What follows belongs to an exercise in optimizing a design on an open flow for small area, a short achievable clock period and few clock cycles; a production flow would make more cautious choices. At most, simulation tests tie the RTL to the original design; equivalence was not proved.

== the baseline ==
==> module geofence, before the edit <==
module geofence (clk, reset, X, Y, valid, is_inside);
    input clk;
    input reset;
    input [9:0] X;
    input [9:0] Y;
    output valid;
    output is_inside;
    reg [3:0] phase;
    reg [9:0] tx, ty;
    reg       vsx, vsy, lsx, lsy, rsx, rsy;
    reg [9:0] vmx, vmy, lmx, lmy, rmx, rmy;
    reg       inside_acc;
    reg       _valid, _inside;
    assign valid = _valid;
    assign is_inside = _inside;
    wire [10:0] ex = {1'b0, X} + {1'b0, ~tx};
    wire [10:0] ey = {1'b0, Y} + {1'b0, ~ty};
    wire        dsx = ~ex[10];
    wire        dsy = ~ey[10];
    wire [9:0]  dmx = dsx ? ~ex[9:0] : ex[9:0] + 10'd1;
    wire [9:0]  dmy = dsy ? ~ey[9:0] : ey[9:0] + 10'd1;
    wire ge_l, ge_r;   
    geofence_cmp cmp_l (.a(lmx), .b(vmy), .c(vmx), .d(lmy), .msb(ge_l));
    geofence_cmp cmp_r (.a(rmx), .b(vmy), .c(vmx), .d(rmy), .msb(ge_r));
    wire s1l = lsx ^ vsy, s2l = vsx ^ lsy;
    wire s1r = rsx ^ vsy, s2r = vsx ^ rsy;
    wire nl = (s1l == s2l) ? ~(s1l ^ ge_l) : s1l;
    wire nr = (s1r == s2r) ? ~(s1r ^ ge_r) : s1r;
    wire wrap = nl & ~nr;
    always @(posedge clk or posedge reset) begin
        if (reset) begin
            phase <= 4'd0;
            _valid <= 1'b0;
            _inside <= 1'b0;
        end else begin
            phase <= (phase == 4'd8) ? 4'd0 : phase + 4'd1;
            _valid <= (phase == 4'd7);
            if (phase == 4'd7) _inside <= inside_acc | wrap;
        end
    end
    always @(posedge clk) begin
        if (phase == 4'd0) begin
            tx <= X;
            ty <= Y;
        end
        vsx <= dsx; vsy <= dsy; vmx <= dmx; vmy <= dmy;
        if (phase == 4'd2) begin
            lsx <= vsx; lsy <= vsy; lmx <= vmx; lmy <= vmy;
            rsx <= vsx; rsy <= vsy; rmx <= vmx; rmy <= vmy;
            inside_acc <= 1'b0;
        end else if (phase >= 4'd3 && phase <= 4'd7) begin
            if (nl & nr) begin
                lsx <= vsx; lsy <= vsy; lmx <= vmx; lmy <= vmy;
            end
            if (~nl & ~nr) begin
                rsx <= vsx; rsy <= vsy; rmx <= vmx; rmy <= vmy;
            end
            if (wrap) inside_acc <= 1'b1;
        end
    end
endmodule
clock: 12.0 ns
lec_check: 0
abc_clock_period_in_ps: 6000
cap_margin: 20
core_margin: 2
core_utilization: 60
setup_slack_margin: 5
slew_margin: 20
run.sh (not shown) runs the stock make flow with config.mk's settings and CLKGATE_MAP_FILE= SYNTH_SCRIPT=/design/flow/synth_recipe.tcl, a recipe that flattens the netlist after the stock synthesis.
The inputs of the candidate differ from those of the baseline as listed below.
--- a/flow/design.v
+++ b/flow/design.v
@@ -21,14 +21,21 @@
     wire [9:0]  dmy = dsy ? ~ey[9:0] : ey[9:0] + 10'd1;
     wire ge_l, ge_r;   
     geofence_cmp cmp_l (.a(lmx), .b(vmy), .c(vmx), .d(lmy), .msb(ge_l));
     geofence_cmp cmp_r (.a(rmx), .b(vmy), .c(vmx), .d(rmy), .msb(ge_r));
     wire s1l = lsx ^ vsy, s2l = vsx ^ lsy;
     wire s1r = rsx ^ vsy, s2r = vsx ^ rsy;
-    wire nl = (s1l == s2l) ? ~(s1l ^ ge_l) : s1l;
-    wire nr = (s1r == s2r) ? ~(s1r ^ ge_r) : s1r;
+    wire nl1 = s1l, nl0 = s1l ^ (s1l == s2l);
+    wire nr1 = s1r, nr0 = s1r ^ (s1r == s2r);
+    wire nl = ge_l ? nl1 : nl0;
+    wire nr = ge_r ? nr1 : nr0;
+    wire active = (phase >= 4'd3) && (phase <= 4'd7);
+    wire [3:0] upd_l_t = {nl1 & nr1, nl1 & nr0, nl0 & nr1, nl0 & nr0};
+    wire [3:0] upd_r_t = {~nl1 & ~nr1, ~nl1 & ~nr0, ~nl0 & ~nr1, ~nl0 & ~nr0};
+    wire upd_l = active & upd_l_t[{ge_l, ge_r}];
+    wire upd_r = active & upd_r_t[{ge_l, ge_r}];
     wire wrap = nl & ~nr;
     always @(posedge clk or posedge reset) begin
         if (reset) begin
             phase <= 4'd0;
             _valid <= 1'b0;
             _inside <= 1'b0;
@@ -45,20 +52,20 @@
         end
         vsx <= dsx; vsy <= dsy; vmx <= dmx; vmy <= dmy;
         if (phase == 4'd2) begin
             lsx <= vsx; lsy <= vsy; lmx <= vmx; lmy <= vmy;
             rsx <= vsx; rsy <= vsy; rmx <= vmx; rmy <= vmy;
             inside_acc <= 1'b0;
-        end else if (phase >= 4'd3 && phase <= 4'd7) begin
-            if (nl & nr) begin
+        end else begin
+            if (upd_l) begin
                 lsx <= vsx; lsy <= vsy; lmx <= vmx; lmy <= vmy;
             end
-            if (~nl & ~nr) begin
+            if (upd_r) begin
                 rsx <= vsx; rsy <= vsy; rmx <= vmx; rmy <= vmy;
             end
-            if (wrap) inside_acc <= 1'b1;
+            if (active & wrap) inside_acc <= 1'b1;
         end
     end
 endmodule
 module geofence_cmp(input [9:0] a,b,c,d, output msb);
   wire t1 = a[0] & b[0];
   wire t2 = ~(c[0] & d[0]);
--- outcome ---
The final reports for the candidate and the baseline show amount of wire on met2 after detailed routing higher in the former. Of the candidate and the baseline, the baseline shows the lower required time reported for the critical path endpoint, with the candidate above it. Delta(routed length per instance, the candidate - the baseline) > 0. The candidate ended with more maximum frequency than the baseline. Die width in the candidate vs the baseline: up about 0.5%.
Testbench counts of the candidate, summed over its fixed seeds: cycles 10,800.
Function not checked in the baseline: the RTL went through the layout flow alone.

## re-timing with driven ports
Ports are ideal in the flow. The routed layouts listed here were re-timed in OpenROAD. Step 1 sets driving cells, clkbuf_16 on the clock port and buf_2 on the other inputs (assumed; they add their load-dependent delay and slew). Step 2 times the ports against the registers' clock, not the clock port: input delays grow and output delays shrink by t, the midpoint of the rising clock arrivals with the driver on. Slacks: no drivers / after step 1 / after step 2; pairs: no drivers / after step 1.
run	t, ns	setup slack, ns	clock arrival spread, ns	worst register clock-pin slew, ns
the baseline	0.374	5.204 / 5.204 / 5.204	0.008 / 0.009	0.07 / 0.07
the candidate	0.377	5.330 / 5.330 / 5.330	0.007 / 0.007	0.07 / 0.07
After both steps every run listed still meets setup and hold.
